From an optimization exercise on the open Yosys and OpenROAD flow, aimed at small area; shortcuts taken in it are not production practice. Only simulation tests tie the RTL to the original design; equivalence was not proved. Power figures rest on the tool's default switching activity, not on a simulated workload.

## design.v

```verilog
module xiaoxiaxiadahuaidan(clk,rst,zero,cpl,cpr,dirl,dirr,pwm1,doutb,dinb,rstb,enb,addrb,web,web1,doutb1,dinb1,enb1,addrb1,d1,d2,d3,d4,d5);
input clk;
input rst;
input zero;
input [31:0] doutb;
input [31:0] doutb1;
output [31:0] dinb;
output rstb;
output reg enb;
output [31:0] addrb;
output [3:0] web;
output [31:0] dinb1;
output reg enb1;
output [3:0] web1;
output [31:0] addrb1;
output reg cpl;
output reg cpr;
output reg dirl;
output reg dirr;
output reg pwm1;
output reg d1;
output reg d2;
output reg d3;
output reg d4;
output d5;
localparam IDLE = 2'd0, SCAN = 2'd1, WRITE = 2'd2;
assign dinb = 32'd0;
assign rstb = 1'b0;
assign web = 4'b0000;
assign web1 = 4'b0001;
assign addrb1 = 32'h40000000;
assign d5 = 1'b1;
reg a4;
reg dinb1_0;
assign addrb = {27'h3FFFF80, a4, 4'b0000};
assign dinb1 = {31'd0, dinb1_0};
reg [1:0] ms;
reg game_end;
reg [1:0] er;            
reg [1:0] cnt_read, cnt_mem;
reg [6:0] sx, ex;        
reg [7:0] sy, ey;        
reg finish1, finish2, finish0, first;
reg [1:0] a1;
reg b1;
reg [5:0] stepx;
reg [6:0] stepy, stepxy;
reg mx, xys_state, en_xy;
reg l_cp, r_cp, l_dir, r_dir;
reg en_front, en_behind, en_left, en_right;
reg [7:0] kx, qx, ky, qy;    
reg [3:0] rx, ry;
reg x_state, y_state;
reg [1:0] dx, dy;
reg zdown, lala;
reg [11:0] countera;
reg [1:0] counter, counterd;
reg [8:0] counter1, counterd1;
reg [6:0] des_row, self_row;
reg [7:0] des_col, self_col;
reg enb_n, enb1_n, a4_n, dinb1_n, d1_n, d2_n, d3_n, d4_n;
reg [1:0] ms_n;
reg game_end_n;
reg [1:0] er_n, cnt_read_n, cnt_mem_n;
reg [6:0] sx_n, ex_n;
reg [7:0] sy_n, ey_n;
reg finish1_n, finish2_n, finish0_n, first_n;
reg [1:0] a1_n;
reg b1_n;
reg [5:0] stepx_n;
reg [6:0] stepy_n, stepxy_n;
reg mx_n, xys_state_n, en_xy_n;
reg l_cp_n, r_cp_n, l_dir_n, r_dir_n;
reg en_front_n, en_behind_n, en_left_n, en_right_n;
reg [7:0] kx_n, qx_n, ky_n, qy_n, kx_v;
reg [3:0] rx_n, ry_n;
reg x_state_n, y_state_n;
reg [1:0] dx_n, dy_n;
reg zdown_n, lala_n;
reg [11:0] countera_n;
reg [1:0] counter_n, counterd_n, counter_v;
reg [8:0] counter1_n, counterd1_n;
reg [6:0] des_row_n, self_row_n, des_row_v;
reg [7:0] des_col_n, self_col_n, des_col_v;
reg cpl_n, cpr_n, dirl_n, dirr_n, pwm1_n;
wire [6:0] psx = {doutb[25],doutb[26],doutb[27],doutb[28],doutb[29],doutb[30],doutb[31]};
wire [7:0] psy = {doutb[16],doutb[17],doutb[18],doutb[19],doutb[20],doutb[21],doutb[22],doutb[23]};
wire [6:0] pex = {doutb[9],doutb[10],doutb[11],doutb[12],doutb[13],doutb[14],doutb[15]};
wire [7:0] pey = {doutb[0],doutb[1],doutb[2],doutb[3],doutb[4],doutb[5],doutb[6],doutb[7]};
wire xpos = ex > sx;
wire xz = ex == sx;
wire ypos = ey > sy;
wire yz = ey == sy;
wire [6:0] xxx = xpos ? ex - sx : sx - ex;
wire [7:0] yyy = ypos ? ey - sy : sy - ey;
wire xlty = {1'b0, xxx} < yyy;
wire xeqy = {1'b0, xxx} == yyy;
wire [7:0] dyx = yyy - {1'b0, xxx};
wire [6:0] dxy = xxx - yyy[6:0];
task z_up;
begin
  counterd_n = 0; counterd1_n = 0;
  counter_v = counter + 2'd1; counter_n = counter_v;
  if (counter_v == 2'd3) begin counter_n = 0; counter1_n = counter1 + 9'd1; end
  if (counter1 == 9'd1) pwm1_n = 1;
  else if (counter1 == 9'd10) pwm1_n = 0;
  else if (counter1 == 9'd300) begin counter1_n = 0; if (lala_n) zdown_n = 0; end
  countera_n = countera_n + 12'd1;
  if (countera_n == 12'd3000) begin lala_n = 1; countera_n = 0; end
end
endtask
task z_down;
begin
  counter_n = 0; counter1_n = 0;
  counterd_n = counterd + 2'd1;
  if (counterd == 2'd3) begin counterd_n = 0; counterd1_n = counterd1 + 9'd1; end
  if (counterd1 == 9'd1) pwm1_n = 1;
  else if (counterd1 == 9'd20) pwm1_n = 0;
  else if (counterd1 == 9'd300) begin counterd1_n = 0; if (!lala_n) zdown_n = 1; end
  countera_n = countera_n + 12'd1;
  if (countera_n == 12'd3000) begin lala_n = 0; countera_n = 0; end
end
endtask
task inc_cx;
begin
  if (rx == 4'd9) begin rx_n = 0; if (qx != 8'd255) qx_n = qx + 8'd1; end
  else rx_n = rx + 4'd1;
end
endtask
task inc_cy;
begin
  if (ry == 4'd9) begin ry_n = 0; if (qy != 8'd255) qy_n = qy + 8'd1; end
  else ry_n = ry + 4'd1;
end
endtask
task x_step;
begin
  if (!b1_n) begin
    if (des_row_v > self_row) begin en_front_n = 0; en_behind_n = 1; kx_n = {1'b0, des_row_v - self_row}; end
    if (des_row_v < self_row) begin en_front_n = 1; en_behind_n = 0; kx_n = {1'b0, self_row - des_row_v}; end
    if (des_row_v == self_row) begin en_front_n = 0; en_behind_n = 0; kx_n = 0; end
  end else begin
    if (xpos) begin en_front_n = 0; en_behind_n = 1; end
    else begin en_front_n = 1; en_behind_n = 0; end
    kx_n = {2'b0, stepx_n};
  end
  if (dx == 2'd3) begin cpl_n = 0; cpr_n = 0; end
  dx_n = dx + 2'd1;
  if (dx == 2'd0) begin
    if ((rx == 4'd9 && qx == kx - 8'd1) || kx == 8'd0) begin
      qx_n = 0; rx_n = 0; en_front_n = 0; en_behind_n = 0; x_state_n = 1; mx_n = 1; self_row_n = des_row_v;
    end else inc_cx;
    if (en_front) begin dirl_n = 0; dirr_n = 1; cpl_n = 1; cpr_n = 1; end
    else if (en_behind) begin dirl_n = 1; dirr_n = 0; cpl_n = 1; cpr_n = 1; end
  end
end
endtask
task y_step;
begin
  if (!b1_n) begin
    if (des_col_v > self_col) begin en_right_n = 0; en_left_n = 1; ky_n = des_col_v - self_col; end
    if (des_col_v < self_col) begin en_left_n = 0; en_right_n = 1; ky_n = self_col - des_col_v; end
    if (des_col_v == self_col) begin en_left_n = 0; en_right_n = 0; ky_n = 0; end
  end else begin
    if (ypos) begin en_right_n = 0; en_left_n = 1; end
    else begin en_left_n = 0; en_right_n = 1; end
    ky_n = {1'b0, stepy_n};
  end
  if (dy == 2'd3) begin cpl_n = 0; cpr_n = 0; end
  dy_n = dy + 2'd1;
  if (dy == 2'd0) begin
    if ((ry == 4'd9 && qy == ky - 8'd1) || ky == 8'd0) begin
      qy_n = 0; ry_n = 0; en_left_n = 0; en_right_n = 0; y_state_n = 1; mx_n = 0; self_col_n = des_col_v;
    end else inc_cy;
    if (en_right) begin dirl_n = 0; dirr_n = 0; cpl_n = 1; cpr_n = 1; end
    else if (en_left) begin dirl_n = 1; dirr_n = 1; cpl_n = 1; cpr_n = 1; end
  end
end
endtask
task xy_step;
begin
  if (!b1_n) kx_v = 8'd2; else kx_v = {stepxy_n, 1'b0};
  kx_n = kx_v;
  l_cp_n = (xpos == ypos);
  r_cp_n = (xpos != ypos);
  l_dir_n = xpos | ypos;
  r_dir_n = !(xpos & !ypos);
  if (dx == 2'd3) begin cpl_n = 0; cpr_n = 0; end
  dx_n = dx + 2'd1;
  if (dx == 2'd0) begin
    if (rx == 4'd9 && qx == kx_v - 8'd1) begin qx_n = 0; rx_n = 0; xys_state_n = 1; en_xy_n = 0; end
    else inc_cx;
    if (en_xy) begin dirl_n = l_dir; dirr_n = r_dir; cpl_n = l_cp; cpr_n = r_cp; end
  end
end
endtask
always @(posedge clk) begin
  enb_n = enb; enb1_n = enb1; a4_n = a4; dinb1_n = dinb1_0; d1_n = d1; d2_n = d2; d3_n = d3; d4_n = d4;
  ms_n = ms; game_end_n = game_end; er_n = er; cnt_read_n = cnt_read; cnt_mem_n = cnt_mem;
  sx_n = sx; ex_n = ex; sy_n = sy; ey_n = ey;
  finish1_n = finish1; finish2_n = finish2; finish0_n = finish0; first_n = first;
  a1_n = a1; b1_n = b1; stepx_n = stepx; stepy_n = stepy; stepxy_n = stepxy;
  mx_n = mx; xys_state_n = xys_state; en_xy_n = en_xy;
  l_cp_n = l_cp; r_cp_n = r_cp; l_dir_n = l_dir; r_dir_n = r_dir;
  en_front_n = en_front; en_behind_n = en_behind; en_left_n = en_left; en_right_n = en_right;
  kx_n = kx; qx_n = qx; ky_n = ky; qy_n = qy; rx_n = rx; ry_n = ry; kx_v = kx;
  x_state_n = x_state; y_state_n = y_state; dx_n = dx; dy_n = dy;
  zdown_n = zdown; lala_n = lala; countera_n = countera;
  counter_n = counter; counterd_n = counterd; counter1_n = counter1; counterd1_n = counterd1; counter_v = counter;
  des_row_n = des_row; self_row_n = self_row; des_row_v = des_row;
  des_col_n = des_col; self_col_n = self_col; des_col_v = des_col;
  cpl_n = cpl; cpr_n = cpr; dirl_n = dirl; dirr_n = dirr; pwm1_n = pwm1;
  if (!rst && !zero) begin
    game_end_n = 0; a4_n = 0; enb_n = 0; enb1_n = 1; dinb1_n = 0;
    ms_n = IDLE; d1_n = 0; d2_n = 0; d3_n = 0; d4_n = 0;
    er_n = 0; cnt_read_n = 0; cnt_mem_n = 0;
    sx_n = 0; ex_n = 0; sy_n = 0; ey_n = 0;
    stepx_n = 0; stepy_n = 0; stepxy_n = 0;
    finish1_n = 0; finish2_n = 0; finish0_n = 0; first_n = 1;
    a1_n = 0; b1_n = 0; mx_n = 0;
    l_cp_n = 0; r_cp_n = 0; l_dir_n = 0; r_dir_n = 0;
    xys_state_n = 0; en_xy_n = 1;
    en_front_n = 0; en_behind_n = 0; en_left_n = 0; en_right_n = 0;
    kx_n = 0; qx_n = 0; rx_n = 0; x_state_n = 0;
    ky_n = 0; qy_n = 0; ry_n = 0; y_state_n = 0;
    counter_n = 0; counter1_n = 0; counterd_n = 0; counterd1_n = 0;
    countera_n = 0; lala_n = 0; dx_n = 0; dy_n = 0;
    self_row_n = 0; self_col_n = 0; des_row_n = 0; des_col_n = 0;
    zdown_n = 0; pwm1_n = 0; cpl_n = 0; cpr_n = 0; dirl_n = 0; dirr_n = 0;
  end else if (rst && !game_end) begin
    case (ms)
    IDLE: begin
      des_row_n = 0; des_col_n = 0; self_row_n = 0; self_col_n = 0; zdown_n = 0;
      enb1_n = 1; dinb1_n = 1;
      if (zdown) z_up;
      if (!x_state) x_step;
      if (mx && !y_state) y_step;
      if (!zdown && x_state && y_state) begin ms_n = SCAN; x_state_n = 0; y_state_n = 0; end
      else ms_n = IDLE;
    end
    SCAN: begin
      enb1_n = 0;
      if (er_n == 2'd0) begin
        d1_n = 1; d2_n = 0; d3_n = 0; d4_n = 0;
        case (cnt_read_n)
          2'd0: begin a4_n = 1; enb_n = 1; cnt_read_n = 1; end
          2'd1: cnt_read_n = 2;
          2'd2: cnt_read_n = 3;
          2'd3: begin er_n = (doutb == 32'd0) ? 2'd0 : (doutb == 32'd1) ? 2'd1 : 2'd2; enb_n = 0; cnt_read_n = 0; end
        endcase
      end
      if (er_n == 2'd1) begin
        d1_n = 0; d2_n = 1; d3_n = 0; d4_n = 0; enb1_n = 1; dinb1_n = 0;
        case (cnt_mem_n)
          2'd0: begin a4_n = 0; enb_n = 1; cnt_mem_n = 1; end
          2'd1: cnt_mem_n = 2;
          2'd2: cnt_mem_n = 3;
          2'd3: begin
            if (psx == sx && psy == sy && pex == ex && pey == ey) begin
              ms_n = SCAN; enb1_n = 1; dinb1_n = 1;
            end else ms_n = WRITE;
            sx_n = psx; sy_n = psy; ex_n = pex; ey_n = pey;
            cnt_mem_n = 0; er_n = 0; enb_n = 0;
            if (pex == 7'd0 && pey == 8'd0) game_end_n = 1;
          end
        endcase
      end
    end
    WRITE: begin
      if (!finish1) begin
        if (self_row == sx && self_col == sy) begin
          finish1_n = 1; finish2_n = 0; x_state_n = 0; y_state_n = 0; first_n = 0; finish0_n = 0; ms_n = WRITE;
        end else begin
          if (!first_n && !finish0_n) begin
            if (zdown) z_up;
            else finish0_n = 1;
          end
          if (first_n || finish0_n) begin
            des_col_v = sy; des_col_n = sy; des_row_v = sx; des_row_n = sx;
            if (!x_state) x_step;
            if (mx && !y_state) y_step;
            if (x_state && y_state) begin
              finish1_n = 1; finish2_n = 0; x_state_n = 0; y_state_n = 0; ms_n = WRITE; first_n = 0; finish0_n = 0;
            end
          end
        end
      end else if (!finish2_n) begin
        des_col_v = ey; des_col_n = ey; des_row_v = ex; des_row_n = ex;
        if (xz && yz) begin
          ms_n = SCAN; finish1_n = 0; enb1_n = 1; dinb1_n = 1;
        end else begin
          if (!zdown) z_down;
          if (zdown) begin
            if (xz) begin
              if (!y_state) y_step;
              if (y_state) begin y_state_n = 0; finish2_n = 1; end
            end else if (yz) begin
              if (!x_state) x_step;
              if (x_state) begin x_state_n = 0; mx_n = 0; finish2_n = 1; end
            end else if (xeqy) begin
              if (!xys_state) begin b1_n = 1; stepxy_n = xxx; xy_step; end
              if (xys_state) begin xys_state_n = 0; finish2_n = 1; b1_n = 0; self_col_n = des_col_v; self_row_n = des_row_v; en_xy_n = 1; end
            end else if (xlty) begin
              if (a1_n == 2'd0) begin
                if (!y_state) begin b1_n = 1; stepy_n = dyx[7:1]; y_step; end
                if (y_state) begin y_state_n = 0; a1_n = 1; b1_n = 0; end
              end else if (a1_n == 2'd1) begin
                if (!xys_state) begin b1_n = 1; stepxy_n = xxx; xy_step; end
                if (xys_state) begin xys_state_n = 0; a1_n = 2; b1_n = 0; en_xy_n = 1; end
              end else if (a1_n == 2'd2) begin
                if (!y_state) begin b1_n = 1; stepy_n = dyx - {1'b0, dyx[7:1]}; y_step; end
                if (y_state) begin y_state_n = 0; finish2_n = 1; a1_n = 0; b1_n = 0; self_col_n = des_col_v; self_row_n = des_row_v; end
              end
            end else begin
              if (a1_n == 2'd0) begin
                if (!x_state) begin b1_n = 1; stepx_n = dxy[6:1]; x_step; end
                if (x_state) begin x_state_n = 0; mx_n = 0; a1_n = 1; b1_n = 0; end
              end else if (a1_n == 2'd1) begin
                if (!xys_state) begin b1_n = 1; stepxy_n = yyy[6:0]; xy_step; end
                if (xys_state) begin xys_state_n = 0; a1_n = 2; b1_n = 0; en_xy_n = 1; end
              end else if (a1_n == 2'd2) begin
                if (!x_state) begin b1_n = 1; stepx_n = dxy - {1'b0, dxy[6:1]}; x_step; end
                if (x_state) begin x_state_n = 0; mx_n = 0; finish2_n = 1; a1_n = 0; b1_n = 0; self_col_n = des_col_v; self_row_n = des_row_v; end
              end
            end
          end
        end
      end else begin
        finish1_n = 0; finish2_n = 0; ms_n = SCAN; enb1_n = 1; dinb1_n = 1;
      end
    end
    default: ms_n = IDLE;
    endcase
  end else begin
    d1_n = 0; d2_n = 0; d3_n = 1; d4_n = 0;
    des_row_n = 0; des_col_n = 0;
    if (zdown) z_up;
    if (!zdown) begin
      if (!x_state) x_step;
      if (mx && !y_state) y_step;
    end
  end
  enb <= enb_n; enb1 <= enb1_n; a4 <= a4_n; dinb1_0 <= dinb1_n; d1 <= d1_n; d2 <= d2_n; d3 <= d3_n; d4 <= d4_n;
  ms <= ms_n; game_end <= game_end_n; er <= er_n; cnt_read <= cnt_read_n; cnt_mem <= cnt_mem_n;
  sx <= sx_n; ex <= ex_n; sy <= sy_n; ey <= ey_n;
  finish1 <= finish1_n; finish2 <= finish2_n; finish0 <= finish0_n; first <= first_n;
  a1 <= a1_n; b1 <= b1_n; stepx <= stepx_n; stepy <= stepy_n; stepxy <= stepxy_n;
  mx <= mx_n; xys_state <= xys_state_n; en_xy <= en_xy_n;
  l_cp <= l_cp_n; r_cp <= r_cp_n; l_dir <= l_dir_n; r_dir <= r_dir_n;
  en_front <= en_front_n; en_behind <= en_behind_n; en_left <= en_left_n; en_right <= en_right_n;
  kx <= kx_n; qx <= qx_n; ky <= ky_n; qy <= qy_n; rx <= rx_n; ry <= ry_n;
  x_state <= x_state_n; y_state <= y_state_n; dx <= dx_n; dy <= dy_n;
  zdown <= zdown_n; lala <= lala_n; countera <= countera_n;
  counter <= counter_n; counterd <= counterd_n; counter1 <= counter1_n; counterd1 <= counterd1_n;
  des_row <= des_row_n; self_row <= self_row_n; des_col <= des_col_n; self_col <= self_col_n;
  cpl <= cpl_n; cpr <= cpr_n; dirl <= dirl_n; dirr <= dirr_n; pwm1 <= pwm1_n;
end
endmodule
```

## run.sh

```bash
#!/bin/bash
# synth_recipe.tcl (not shown) runs the flow's synth.tcl, then flattens the netlist and writes it again
# the make line also repeats each setting of config.mk as NAME=value (left out here)
make -C /OpenROAD-flow-scripts/flow DESIGN_CONFIG=/design/flow/config.mk WORK_HOME=/design/flow/orfs CLKGATE_MAP_FILE= SYNTH_SCRIPT=/design/flow/synth_recipe.tcl finish
```

## config.mk

```make
export PLATFORM = sky130hd
export DESIGN_NAME = xiaoxiaxiadahuaidan
export DESIGN_NICKNAME = xiaoxiaxiadahuaidan
export VERILOG_FILES = /design/flow/design.v
export SDC_FILE = /design/flow/constraint.sdc
export NUM_CORES = 4
export LEC_CHECK = 0
export CAP_MARGIN = 20
export CORE_MARGIN = 2
export CORE_UTILIZATION = 40
export SLEW_MARGIN = 20
```

## constraint.sdc

```tcl
create_clock -name core_clock -period 12.5 [get_ports {clk}]
set_input_delay 2.5000 -clock core_clock [delete_from_list [all_inputs] [get_ports {clk}]]
set_output_delay 2.5000 -clock core_clock [all_outputs]
set_load 0.01 [all_outputs]
```

==> notes.md <==
kinds of logic (layout without fill, tap and decap cells):
group,count (synthesis),in the layout,synth area share (%)
AO/OA/AOI/OAI,816,816,26.8
XOR/XNOR,136,136,6.23
other,2,137,0.0377
AND/OR/NAND/NOR,801,801,19.1
buffers and inverters,447,279,11.2
multiplexers,88,88,4.54
adder cells (fa/ha/maj),189,189,12.6
flip-flops,194,194,19.5
per-layer routing:
| metal | global-route usage, % | share of wire [%] | vias up |
|---|---|---|---|
| met5 | 0 | 0 | - |
| met3 | 3.86 | 6.3 | 94 |
| met4 | 7.84 | 2.3 | 0 |
| met2 | 42.3 | 46 | 692 |
| li1 | - | - | 9181 |
| met1 | 34.4 | 45 | 9393 |
worst max-delay path, delay by kind of cell (launching register included):
kind	cells	cell delay (ns)
buffers and inverters	2	0.32
muxes	1	0.23
AOI/OAI and AO/OA	6	1.63
and+or+nand+nor	7	2.80
adders and majority gates	2	0.91
xor gates and xnor gates	1	0.65
DFF	1	0.60
layout make-up:
class / count / area [um2] / area share (%)
multi-input cells: 2167 / 14300 / 68.3
flip-flops and latches: 194 / 3880 / 18.5
well taps: 664 / 831 / 3.96
repair buffers: 74 / 678 / 3.23
inverters: 173 / 649 / 3.10
clock buffers: 20 / 467 / 2.22
clock inverters: 12 / 133 / 0.632
sequential cells by signal, indices dropped and copies added (netlist names), 6 cells and up:
signal / count
qy: 8
ky: 8
ey: 8
des_row: 7
countera: 12
sy: 8
kx: 8
counter1: 9
self_col: 8
counterd1: 9
self_row: 7
des_col: 8
stepy: 7
sx: 7
ex: 7
stepx: 6
qx: 8
power by group:
part	leakage [nW]	switching, mW	internal [mW]
combinational	6.50	1.02	0.659
clock	0.295	0.300	0.283
sequential	1.57	0.122	0.693
through the flow:
step | hold WS (ns) | cells
after global placement | 0.447 | 3271
after floorplan | 0.436 | 2808
after detailed placement | 0.451 | 3272
final | 0.463 | 3304
after global routing | 0.503 | 3304
after CTS | 0.464 | 3304
cells in the mapped netlist, types with 23 or more instances:
cell,instances
a211oi_1,56
xor2_1,49
a31oi_1,38
nand2_1,222
xnor2_1,83
nor4_1,25
buf_4,140
o21ai_0,166
nand2b_1,24
ha_1,168
clkbuf_1,119
nand3_1,60
nor3_1,57
nand4_1,26
mux2i_1,72
o211ai_1,23
a22oi_1,31
nor2_1,242
inv_1,170
a21oi_1,251
dfxtp_1,194
nor2b_1,29
a21o_1,39
final timing paths:
kind,startpoint,to,slack [ns],depth (start not counted)
setup / recovery,sx[6],self_col[3],5.22,19
hold / removal,stepy[3],stepy[3],0.46,2
setup reg to reg,sx[6],self_col[3],5.22,19
hold reg to reg,stepy[3],stepy[3],0.46,2
placed cells by master, fill, tap and decap left out, types with 12 or more instances in the layout:
cell type	instances
or2_2	16
a31oi_1	37
a221o_1	12
o211ai_1	23
o21ai_0	166
clkbuf_16	17
a211o_1	12
or3_1	19
clkdlybuf4s50_1	46
nor2_1	240
o22ai_1	17
nand4_1	26
a21o_1	39
dfxtp_1	194
nand2b_1	24
a211oi_1	56
nand3_1	60
nor4_1	25
xor2_1	49
nor2b_1	29
mux2i_1	72
ha_1	168
a221oi_1	17
a21oi_1	251
nor3_1	57
a32oi_1	12
a22oi_1	31
fa_1	19
buf_4	27
nand2_1	222
xnor2_1	83
inv_1	170
conb_1	137
o21bai_1	16
mux2_2	15
and3_1	19
==> impl_metrics.json <==
{
  "run_status": "finished clean",
  "seq_area_frac_synth_pct": 19.5,
  "grt_pass1_vias": 17900,
  "skew_ns": 0.0182,
  "clock_latency_ns": 0.50,
  "slew_viol_final": 0,
  "cts_tree": "built",
  "post_cts_resized": 0,
  "cp.arrival_ns": 7.68,
  "power_density_mw_per_mm2": 147,
  "io_pins": 216,
  "grt_pass1_wl_um": 103000,
  "min_path_type": "reg2reg",
  "wl_per_cell_um": 20.2,
  "port_buffers": 46,
  "ant_nets": 0,
  "period_share_pct": 58.3,
  "cts.sinks": 194,
  "synth_edf_count": 0,
  "die-area_mm2": 0.0516,
  "clkSlewWorstSetupHoldPaths_ns": 0.08,
  "syn-cell-area_mm2": 0.0199,
  "ctsHtreeMaxLevel": 4,
  "areaGrowthSynthToFinish_pct": 5.32,
  "final_layout_size_suffix_gt1_share_pct": 5.34,
  "worst_slack_ns": 5.22,
  "endpoint_kind": "register",
  "cpMostUsedCell": "or3_1",
  "dr.pass1.iters": 6,
  "dpl_cell_area_mm2": 0.0204,
  "overflow": 0,
  "num_antenna_cells": 0,
  "path_cells": "inv_1, ha_1, nand4_2, or2_2, o21ai_2, inv_2, mux2i_1, o221ai_1, xnor2_1, ha_1, nand3_1, or3_1, nor2_2, or3_1, a211oi_1, o21ai_1, or3_1, a211oi_2, a211o_1",
  "fin_util_pct": 42.8,
  "rows": 81,
  "power.total_mw": 3.08,
  "slew_headroom_pct": 27.1,
  "avgSynthCellArea_um2": 7.45,
  "pre_cts_ws_ns": 5.47,
  "core-area_mm2": 0.0491,
  "hold_viol": 0,
  "viasPerCell": 5.86,
  "cp-start-kind": "register",
  "fmax_ghz": 0.137,
  "gp_congestion": 0.970,
  "nets": 2881,
  "setup_tns_ns": 0,
  "netlist_instances": 2673,
  "max-cap-violations": 0,
  "grt_setup_unrepaired": "false",
  "finalSetupViolations": 0,
  "grt_max_degree": 82,
  "fillers": 5039,
  "routed_wl_um": 66800,
  "ys.flop_type": "dfxtp_1",
  "synthDistinctLibCells": 106,
  "cp_max_fo": 23,
  "yosys.area.top_type": "dfxtp_1",
  "clockRootBuffer": "clkbuf_16",
  "vdd_drop_max_mv": 0.103,
  "synthTopCellsByArea": "dfxtp_1 (19%), ha_1 (11%), a21oi_1 (6.3%), buf_4 (5.3%), nor2_1 (4.6%)",
  "postCtsSetupBuffers": 0,
  "min_period_ns": 7.28,
  "yosysWarnings": 1,
  "dieWidth_um": 227,
  "dp_hpwl_um": 50500,
  "crit_type": "reg2reg",
  "antenna_found_initial": 0,
  "cts_buffer_depth": 2,
  "cts.hold.buffers_added": 0,
  "die_h_um": 227,
  "postLayoutCellArea_mm2": 0.0210,
  "start_util_pct": 40.6,
  "cp.required_ns": 12.89,
  "drc": 0,
  "cts-buffers-inserted": 17,
  "slowest_stage": "o21ai_1",
  "synth_top_area_share_pct": 19.5,
  "worst_slew_pin_slew_ns": 1.09,
  "async_flop_share_pct": 0,
  "track_usage_pct": 25.6,
  "synth_seq_cells": 194,
  "drtIter0Drc": 1734,
  "crit_path_max_incr_delay_ns": 0.74,
  "leakage_nw": 8.37,
  "vias": 19400
}

-- what the ideal ports hide --
No port has a modelled driver above. Below, the same layout with a new extraction and two added sets of constraints.
Step 1, drivers: a clkbuf_16 drives clk and a buf_2 each remaining input, both assumed.
Step 2 moves the port delays by t, midway between the first and last clock arrival at a register: inputs arrive t later, outputs are due t later. That takes back most of the time a late clock gives input paths.
Slacks: ideal / step 1 / step 2; pairs: ideal / step 1.
t, ns: 0.555
slack for setup (ns): 5.216 / 5.216 / 5.216
worst setup path at the end: register to register
worst register clock-pin slew, ns: 0.09 / 0.09
worst slew at a driven data input, ns: 0.05
After both steps this run still meets setup and hold. For this run, drivers alone change the setup slack by 0.000 ns; drivers and shift together by 0.000 ns.
